From an optimization exercise on the open Yosys and OpenROAD flow, aimed at small area; shortcuts taken in it are not production practice.
Function was checked by simulation only, so behaviour that the tests miss may differ from the original.
No driver is modelled on the clock port, so clocking that relies on it looks cheaper here than on a real chip.
Power figures rest on the tool's default switching activity, not on a simulated workload.

==> flow/design.v <==
module myCPU (
    input  wire        CLK,
    input  wire        RESET,
    input  wire [7:0]  DI,
    output wire [15:0] AB,
    output reg  [7:0]  DO,
    output wire        RW
);
localparam F1 = 2'd0, F2 = 2'd1, M = 2'd2, F1R = 2'd3;
reg [1:0]  ph;
reg [15:0] pc;
reg [7:0]  ra, rb, rc, rd, pl, ph_, sl, sh, ir, r11, jl, jh, re, rf;
wire [2:0] op   = DI[2:0];
wire [3:0] sel  = DI[7:4];
wire [2:0] iop  = ir[2:0];
wire [3:0] ir_r = ir[7:4];
wire       f1   = (ph == F1);
wire       f2   = (ph == F2);
wire       mem  = (ph == M);
wire       ldst = (iop == 3'd1) | (iop == 3'd2);
wire       ptr  = (mem | f1) & ldst | (ph == F1R);
assign AB = ptr ? {ph_, pl} : pc;
assign RW = (mem | f1) & (iop == 3'd2);
reg [7:0] rv;
always @* begin
    case (sel)
        4'd0:  rv = pc[7:0];
        4'd1:  rv = pc[15:8];
        4'd2:  rv = ra;
        4'd3:  rv = rb;
        4'd4:  rv = rc;
        4'd5:  rv = rd;
        4'd6:  rv = pl;
        4'd7:  rv = ph_;
        4'd8:  rv = sl;
        4'd9:  rv = sh;
        4'd10: rv = ir;
        4'd11: rv = r11;
        4'd12: rv = jl;
        4'd13: rv = jh;
        4'd14: rv = re;
        default: rv = rf;
    endcase
end
always @(posedge CLK) begin
    if (f2)                        DO <= rv;
    else if (mem & (iop != 3'd2))  DO <= DI;
end
wire [8:0] sum = {1'b0, ra} + {1'b0, DO};
reg  [7:0] res;
always @* begin
    case (iop)
        3'd3:    res = ra & DO;
        3'd4:    res = sum[7:0];
        3'd5:    res = ~DO;
        3'd7:    res = ra;
        default: res = DO;       
    endcase
end
wire zop  = (iop == 3'd3) | (iop == 3'd4) | (iop == 3'd5);
wire genw = f1 & ((iop == 3'd0) | (iop == 3'd1) | (iop == 3'd5) | (iop == 3'd7));
wire wa   = f1 & ((iop == 3'd3) | (iop == 3'd4) | (iop == 3'd7)) | genw & (ir_r == 4'd2);
wire z    = (res == 8'h00);
wire jmp  = f1 & (iop == 3'd6) & (sl[ir[6:4]] == ir[7]) | (ph == F1R);
wire        f2n = f2 & ~RESET;
wire [7:0]  wd  = res & {8{~RESET}};
wire [15:0] wen = {16{genw}} & (16'd1 << ir_r);
always @(posedge CLK) begin
    if (RESET | wen[3])  rb  <= wd;
    if (RESET | wen[4])  rc  <= wd;
    if (RESET | wen[5])  rd  <= wd;
    if (RESET | wen[6])  pl  <= wd;
    if (RESET | wen[7])  ph_ <= wd;
    if (RESET | wen[9])  sh  <= wd;
    if (RESET | wen[11]) r11 <= wd;
    if (RESET | wen[12]) jl  <= wd;
    if (RESET | wen[13]) jh  <= wd;
    if (RESET | wen[14]) re  <= wd;
    if (RESET | wen[15]) rf  <= wd;
    if (RESET | wa)
        ra <= ((iop == 3'd7) ? DO : res) & {8{~RESET}};
    if (RESET | f2 | wen[10])
        ir <= f2n ? DI : wd;
    if (RESET | wen[8])
        sl[7:2] <= wd[7:2];
    if (RESET | wen[8] | (f1 & (iop == 3'd4)))
        sl[1] <= ((iop == 3'd4) ? sum[8] : res[1]) & ~RESET;
    if (RESET | wen[8] | (f1 & zop))
        sl[0] <= (zop ? z : res[0]) & ~RESET;
    if (f1 | (ph == F1R) | (f2 & (op == 3'd0)))
        pc <= jmp ? {jh, jl} : pc + 16'd1;
end
always @(posedge CLK) begin
    if (RESET)
        ph <= F1R;
    else case (ph)
        F2:      ph <= ((op == 3'd0) | (op == 3'd1) | (op == 3'd2)) ? M : F1;
        M:       ph <= F1;
        default: ph <= F2;
    endcase
end
endmodule
Settings: LEC_CHECK=0, ABC_AREA=1, CAP_MARGIN=20, CORE_MARGIN=2, CORE_UTILIZATION=60, GPL_TIMING_DRIVEN=0, SLEW_MARGIN=20; clock period 5.5 ns.
standard.sh (not shown) runs the stock make flow with config.mk's settings and CLKGATE_MAP_FILE= SYNTH_SCRIPT=/design/flow/synth_recipe.tcl, a recipe that flattens the netlist after the stock synthesis.
==> flow/flow/run.sh <==
#!/bin/bash
# Own layout flow: the standard synthesis, then the combinational logic
# re-mapped for area (registers untouched), then the standard layout
# with small port buffers and a clock tree without dummy loads.
set -euo pipefail
W=$(pwd)
F=$W/flow
R=$W/orfs/results/$FLOW_PLATFORM/myCPU/base
LIB=$FLOW_HOME/platforms/$FLOW_PLATFORM/lib/sky130_fd_sc_hd__tt_025C_1v80.lib
YOSYS=$(command -v yosys || echo /OpenROAD-flow-scripts/tools/install/yosys/bin/yosys)

bash standard.sh synth > $W/synth_std.log 2>&1
cp $R/1_2_yosys.v $W/1_2_yosys.std.v

python3 $F/gen_cells.py $LIB $W/comb_cells.v > $W/gen_cells.log 2>&1
# Try several ABC scripts (four of them deepsyn with different seeds, run in
# parallel) and keep the smallest result.
SCRIPTS=(
  "+strash;&get,-n;&dch,-f;&nf,-R,1000;&put;mfs3,-a;topo"
  "+strash;&get,-n;&dc2;&dch,-f;&nf,-R,1000,-E,100;&put;strash;&get,-n;&dc2;&dch,-f;&nf,-R,1000,-E,100;&put;mfs3,-a;topo"
  "+strash;&get,-n;&deepsyn,-T,60,-S,1;&dch,-f;&nf,-R,1000;&put;mfs3,-a;topo"
  "+strash;&get,-n;&deepsyn,-T,60,-S,2;&dch,-f;&nf,-R,1000;&put;mfs3,-a;topo"
  "+strash;&get,-n;&deepsyn,-T,60,-S,3;&dch,-f;&nf,-R,1000;&put;mfs3,-a;topo"
  "+strash;&get,-n;&deepsyn,-T,60,-S,4;&dch,-f;&nf,-R,1000;&put;mfs3,-a;topo"
)
resynth_one() {
  local i=$1 S=$2
  LIB=$LIB CELLS=$W/comb_cells.v IN=$W/1_2_yosys.std.v TOP=$FLOW_TOP ABC_SCRIPT="$S" \
    STAT=$W/resynth_$i.stat OUT=$W/resynth_$i.v \
    $YOSYS -c $F/resynth.tcl > $W/resynth_$i.log 2>&1 &&
  LIB=$LIB OUT=$W/resynth_$i.v TOP=$FLOW_TOP $YOSYS -c $F/check.tcl > $W/resynth_check_$i.log 2>&1 &&
  touch $W/resynth_$i.ok
}
for i in "${!SCRIPTS[@]}"; do
  resynth_one $i "${SCRIPTS[$i]}" &
  if (( i % 4 == 3 )); then wait; fi
done
wait
best=""; best_area=""
for i in "${!SCRIPTS[@]}"; do
  [[ -f $W/resynth_$i.ok ]] || { echo "script $i: failed" >> $W/resynth_choice.log; continue; }
  a=$(sed -n 's/.*Chip area for module .* \([0-9.]*\)$/\1/p' $W/resynth_$i.stat)
  echo "script $i: area $a" >> $W/resynth_choice.log
  if [[ -z "$best_area" ]] || python3 -c "import sys; sys.exit(0 if $a < $best_area else 1)"; then
    best=$i; best_area=$a
  fi
done
echo "chosen: $best ($best_area)" >> $W/resynth_choice.log
if [[ -n "$best" ]]; then
  cp $W/resynth_$best.v $W/1_2_yosys.resynth.v
else
  cp $W/1_2_yosys.std.v $W/1_2_yosys.resynth.v
fi
cp $W/1_2_yosys.resynth.v $R/1_2_yosys.v
rm -f $R/1_synth.odb $R/1_synth.sdc

export BUFFER_PORTS_ARGS="-buffer_cell sky130_fd_sc_hd__buf_1"
export CTS_ARGS="-sink_clustering_enable -repair_clock_nets -dont_use_dummy_load -buf_list {sky130_fd_sc_hd__clkbuf_2 sky130_fd_sc_hd__clkbuf_4 sky130_fd_sc_hd__clkbuf_8}"
export POST_CTS_TCL=$F/downsize_clk.tcl
bash standard.sh > $W/layout.log 2>&1
Other scripts of this flow, unchanged in this note and not shown: flow/flow/check.tcl, flow/flow/downsize_clk.tcl, flow/flow/gen_cells.py, flow/flow/resynth.tcl
Then changed:
==> flow/design.v (replaced) <==
module myCPU (
    input  wire        CLK,
    input  wire        RESET,
    input  wire [7:0]  DI,
    output wire [15:0] AB,
    output reg  [7:0]  DO,
    output wire        RW
);
localparam F1 = 2'd0, F2 = 2'd1, MR = 2'd2, MW = 2'd3;
reg [1:0]  ph;
reg        ptr;           
reg [15:0] pc;
reg [7:0]  ra, rb, rc, rd, pl, ph_, sl, sh, ir, r11, jl, jh, re, rf;
wire [2:0] op   = DI[2:0];
wire [3:0] sel  = DI[7:4];
wire [2:0] iop  = ir[2:0];
wire [3:0] ir_r = ir[7:4];
wire       f1   = (ph == F1);
wire       f2   = (ph == F2);
assign AB = ptr ? {ph_, pl} : pc;
assign RW = (ph == MW) | (f1 & (iop == 3'd2));
reg [7:0] rv;
always @* begin
    case (sel)
        4'd0:  rv = pc[7:0];
        4'd1:  rv = pc[15:8];
        4'd2:  rv = ra;
        4'd3:  rv = rb;
        4'd4:  rv = rc;
        4'd5:  rv = rd;
        4'd6:  rv = pl;
        4'd7:  rv = ph_;
        4'd8:  rv = sl;
        4'd9:  rv = sh;
        4'd10: rv = ir;
        4'd11: rv = r11;
        4'd12: rv = jl;
        4'd13: rv = jh;
        4'd14: rv = re;
        default: rv = rf;
    endcase
end
always @(posedge CLK) begin
    if (f2)             DO <= rv;
    else if (ph == MR)  DO <= DI;
end
wire [8:0] sum = {1'b0, ra} + {1'b0, DO};
reg  [7:0] res;
always @* begin
    case (iop)
        3'd3:    res = ra & DO;
        3'd4:    res = sum[7:0];
        3'd5:    res = ~DO;
        3'd7:    res = ra;
        default: res = DO;       
    endcase
end
wire zop  = (iop == 3'd3) | (iop == 3'd4) | (iop == 3'd5);
wire genw = f1 & ((iop == 3'd0) | (iop == 3'd1) | (iop == 3'd5) | (iop == 3'd7));
wire wa   = f1 & ((iop == 3'd3) | (iop == 3'd4) | (iop == 3'd7)) | genw & (ir_r == 4'd2);
wire z    = (res == 8'h00);
wire jmp  = (iop == 3'd6) & (sl[ir[6:4]] == ir[7]) | ptr & (iop == 3'd0);
wire        f2n = f2 & ~RESET;
wire [7:0]  wd  = res & {8{~RESET}};
wire [15:0] wen = {16{genw}} & (16'd1 << ir_r);
always @(posedge CLK) begin
    if (RESET | wen[3])  rb  <= wd;
    if (RESET | wen[4])  rc  <= wd;
    if (RESET | wen[5])  rd  <= wd;
    if (RESET | wen[6])  pl  <= wd;
    if (RESET | wen[7])  ph_ <= wd;
    if (RESET | wen[9])  sh  <= wd;
    if (RESET | wen[11]) r11 <= wd;
    if (RESET | wen[12]) jl  <= wd;
    if (RESET | wen[13]) jh  <= wd;
    if (RESET | wen[14]) re  <= wd;
    if (RESET | wen[15]) rf  <= wd;
    if (RESET | wa)
        ra <= ((iop == 3'd7) ? DO : res) & {8{~RESET}};
    if (RESET | f2 | wen[10])
        ir <= f2n ? DI : wd;
    if (RESET | wen[8])
        sl[7:2] <= wd[7:2];
    if (RESET | wen[8] | (f1 & (iop == 3'd4)))
        sl[1] <= ((iop == 3'd4) ? sum[8] : res[1]) & ~RESET;
    if (RESET | wen[8] | (f1 & zop))
        sl[0] <= (zop ? z : res[0]) & ~RESET;
    if (f1 | (f2 & (op == 3'd0)))
        pc <= (f1 & jmp) ? {jh, jl} : pc + 16'd1;
end
always @(posedge CLK) begin
    if (RESET) begin
        ph  <= F1;
        ptr <= 1'b1;
    end else begin
        case (ph)
        F1: begin ph <= F2; ptr <= 1'b0; end
        F2: begin
            case (op)
                3'd0: ph <= MR;
                3'd1: begin ph <= MR; ptr <= 1'b1; end
                3'd2: begin ph <= MW; ptr <= 1'b1; end
                default: ph <= F1;
            endcase
        end
        default: ph <= F1;
        endcase
    end
end
endmodule
After rerunning: Clock skew stays flat. Total power rose by 9.6%. Sequential share of layout area fell by 0.29 points. Wire length hardly moves. Die area rose by about 0.6%. Non-clock buffer count stays the same. Area after synthesis rose by 0.66%. Count of clock-buffer cells in the layout does not change. Design area rose by about 1%. Synthesized cell count rose by 3.1%.

==> separate check: timing with driven ports <==
How much do the figures lean on ideal ports? The routed layouts below were timed once more, with nothing changed but the port constraints.
Step 1, drivers: a clkbuf_16 drives CLK and a buf_2 each remaining input, both assumed.
Step 2, shift: input delay + t, output delay - t, t = (earliest + latest rising clock arrival at the registers) / 2. This alone moves slack from input paths to output paths.
Slacks: no drivers / after step 1 / after step 2; pairs: no drivers / after step 1.
run | t (ns) | slack for setup (ns) | pins driven straight from the clock port
the first run | 0.450 | 0.811 / 0.811 / 0.811 | 1
the second run | 0.444 | 1.118 / 1.118 / 1.118 | 1
After both steps setup and hold are still met in every run listed.
